From an optimization exercise on the open Yosys and OpenROAD flow, aimed at small area, a short achievable clock period and few clock cycles; shortcuts taken in it are not production practice. Function was checked by simulation only, so behaviour that the tests miss may differ from the original. Power and IR drop assume default switching activity.

## cache
module cache(
    clk,
    proc_reset,
    proc_read,
    proc_write,
    proc_addr,
    proc_rdata,
    proc_wdata,
    proc_stall,
    mem_read,
    mem_write,
    mem_addr,
    mem_rdata,
    mem_wdata,
    mem_ready
);
Size in the first run: roughly 1400 flip-flops, ~390 I/O pins, about 53000 µm² of cells after synthesis.
==> flow/config.mk <==
export PLATFORM = sky130hd
export DESIGN_NAME = cache
export DESIGN_NICKNAME = cache
export VERILOG_FILES = /design/flow/design.v
export SDC_FILE = /design/flow/constraint.sdc
export NUM_CORES = 4
export LEC_CHECK = 0
export CAP_MARGIN = 20
export CORE_MARGIN = 2
export CORE_UTILIZATION = 60
export CTS_CLUSTER_DIAMETER = 100
export CTS_CLUSTER_SIZE = 20
export SETUP_SLACK_MARGIN = 1.6
export SLEW_MARGIN = 20
==> flow/constraint.sdc <==
create_clock -name core_clock -period 5.0 [get_ports {clk}]
set_input_delay 1.0000 -clock core_clock [delete_from_list [all_inputs] [get_ports {clk}]]
set_output_delay 1.0000 -clock core_clock [all_outputs]
set_load 0.01 [all_outputs]
standard.sh (not shown) runs the stock make flow with config.mk's settings and CLKGATE_MAP_FILE= SYNTH_SCRIPT=/design/flow/synth_recipe.tcl, a recipe that flattens the netlist after the stock synthesis.
==> flow/flow/run.sh <==
#!/bin/bash
# The standard layout (the standard.sh: unchanged synthesis and steps)
# with two changes to how it is placed:
#  - the input and output port buffers are the smallest buffer cell
#    (sky130_fd_sc_hd__buf_1) instead of clkdlybuf4s50_1; timing repair
#    still resizes any of them that limit timing;
#  - before pin placement, flow/pins.tcl groups the ports of each data bit
#    side by side on the die edge (see gen/make_pins.py).
# make's full output goes to standard.log; each ORFS step keeps its own log
# under orfs/logs/.
set -uo pipefail
here=$(pwd)
export BUFFER_PORTS_ARGS="-buffer_cell sky130_fd_sc_hd__buf_1"
export PRE_IO_PLACEMENT_TCL="$here/flow/pins.tcl"
bash standard.sh > standard.log 2>&1
Other scripts of this flow, unchanged in this note and not shown: flow/flow/pins.tcl
Testbench counts at the start, summed over its fixed seeds: cycles 154,099.
Edit:
--- a/flow/config.mk
+++ b/flow/config.mk
@@ -12,3 +12,3 @@
 export CTS_CLUSTER_SIZE = 20
-export SETUP_SLACK_MARGIN = 1.6
+export SETUP_SLACK_MARGIN = 2.35
 export SLEW_MARGIN = 20
Global-route usage rises by 1.8 points.
Die area stays the same.
Cell count rises by 1.0%.
Clock-buffer cell count is unchanged.
Wire length rises by 5.5%.
Synthesized area stays the same.
Critical path depth rises by 1.
Total power rises by 0.74%.
Cell area rises by 2.3%.
Sequential share of layout area falls by 1.5 points.
Edit:
--- a/flow/config.mk
+++ b/flow/config.mk
@@ -9,6 +9,6 @@
 export CORE_MARGIN = 2
-export CORE_UTILIZATION = 60
+export CORE_UTILIZATION = 55
 export CTS_CLUSTER_DIAMETER = 100
 export CTS_CLUSTER_SIZE = 20
-export SETUP_SLACK_MARGIN = 2.35
+export SETUP_SLACK_MARGIN = 2.2
 export SLEW_MARGIN = 20
Outcome:
- The changed run completed without violations
- flip-flop and latch count does not change
- non-clock buffer count decreases by 22
- worst setup slack is better by 0.0050 ns
- routed wire length hardly moves
- clock power rises by about 0.7%
Edit:
--- a/flow/config.mk
+++ b/flow/config.mk
@@ -9,6 +9,6 @@
 export CORE_MARGIN = 2
-export CORE_UTILIZATION = 55
+export CORE_UTILIZATION = 60
 export CTS_CLUSTER_DIAMETER = 100
 export CTS_CLUSTER_SIZE = 20
-export SETUP_SLACK_MARGIN = 2.2
+export SETUP_SLACK_MARGIN = 1.9
 export SLEW_MARGIN = 20
What happened: Setup slack got worse by 0.19 ns; power is about the same; register-to-register slack got worse by 0.29 ns; wire length shrinks by 4.1%; synthesized cell count stays the same; non-clock buffer count shrinks by 16.

## willow
Starting RTL as in the previous note.
==> flow/design.v (excerpt) <==
module cache(
    clk,
    proc_reset,
    proc_read,
    proc_write,
    proc_addr,
    proc_rdata,
    proc_wdata,
    proc_stall,
    mem_read,
    mem_write,
    mem_addr,
    mem_rdata,
    mem_wdata,
    mem_ready
);
Settings: LEC_CHECK=0, CAP_MARGIN=20, CORE_MARGIN=2, CORE_UTILIZATION=60, CTS_CLUSTER_DIAMETER=100, CTS_CLUSTER_SIZE=20, SETUP_SLACK_MARGIN=2.5, SLEW_MARGIN=20; clock period 5.0 ns.
Scripts as last shown in full above: flow/flow/run.sh
Other scripts of this flow, unchanged in this note and not shown: flow/flow/pins.tcl
willow did not stop at any stage, and its layout met the timing, DRC and antenna checks.
Testbench counts of willow, summed over its fixed seeds: cycles 154,099.
> inputs changed (willow -> raven)
Settings: PLACE_DENSITY: unset -> 0.72; CORE_UTILIZATION: 60 -> 66.
[summary]
- The run showing the smaller ratio of routed vias to standard cells is willow.
- Compared with willow, highest clock frequency the design can meet in raven increased slightly.
- Compared with willow, raven shows a number of tap cells added at floorplan that is 9.0% lower.
- For the share of the cycle needed by the critical path after routing, raven came in 1.0 points lower than willow did.
- Going from willow to raven, the sum of routed wire length over all layers was found to have gone down by about 5%.
- In the reports for raven and willow, the larger global routing met1 resource utilization belongs to raven.
- raven has placeable core area below what willow had.
- Global-route usage (raven over willow): increase, 2.1 points
- raven vs. willow: worst-case headroom to the max-slew limit has decreased, utilization after layout went up 6.1 points.
--- input diff raven..quartz ---
Settings: CORE_UTILIZATION: 66 -> 60; SETUP_SLACK_MARGIN: 2.5 -> 2.2; CTS_CLUSTER_SIZE: 20 -> 25; CTS_CLUSTER_DIAMETER: 100 -> 80; PLACE_DENSITY: 0.72 -> unset.
### Flow results
- in -> reg as the class of the most critical setup path was reported by quartz, and reg -> out by raven.
- Diff raven and quartz: wire length higher in raven
- Changes observed in quartz relative to raven: post-route worst hold slack has decreased, number of antenna cells inserted has increased.
- raven → quartz: total placed cells including tap cells rose by 2.6%; global-route usage went down by 4.1 points.
- Note that the number of resized instances in the post-cts repair step recorded for raven amounts to 4.9 times the value seen in quartz.
- quartz vs raven — largest vdd supply drop dropped slightly
- Global placement routability congestion essentially unchanged between quartz and raven.
- The critical path depth in quartz sits 2 above the value recorded for raven.

## port drivers added, routing unchanged
Ports are ideal in the flow. The routed layouts listed here were re-timed in OpenROAD. Step 1, drivers: a clkbuf_16 drives clk and a buf_2 each remaining input, both assumed. Step 2 moves the port delays by t, midway between the first and last clock arrival at a register: inputs arrive t later, outputs are due t later. That takes back most of the time a late clock gives input paths. Three values: ideal, step 1, step 2; two values: the first two.
run	shift t [ns]	setup WS [ns]	clock arrival spread, ns
the first run of note 1	0.730	1.728 / 1.653 / 1.192	0.023 / 0.023
the second run of note 1	0.740	2.158 / 2.082 / 1.444	0.038 / 0.039
the third run of note 1	0.751	2.163 / 2.089 / 1.351	0.037 / 0.036
the fourth run of note 1	0.722	1.972 / 1.918 / 1.289	0.027 / 0.027
willow	0.739	2.117 / 2.050 / 1.682	0.045 / 0.044
raven	0.748	2.169 / 2.090 / 1.608	0.026 / 0.026
quartz	0.712	2.147 / 2.132 / 1.420	0.033 / 0.033
After both steps every run listed still meets setup and hold. The setup slack of the third run of note 1, which loses most, moves by -0.074 ns with the drivers and by -0.812 ns with both steps.
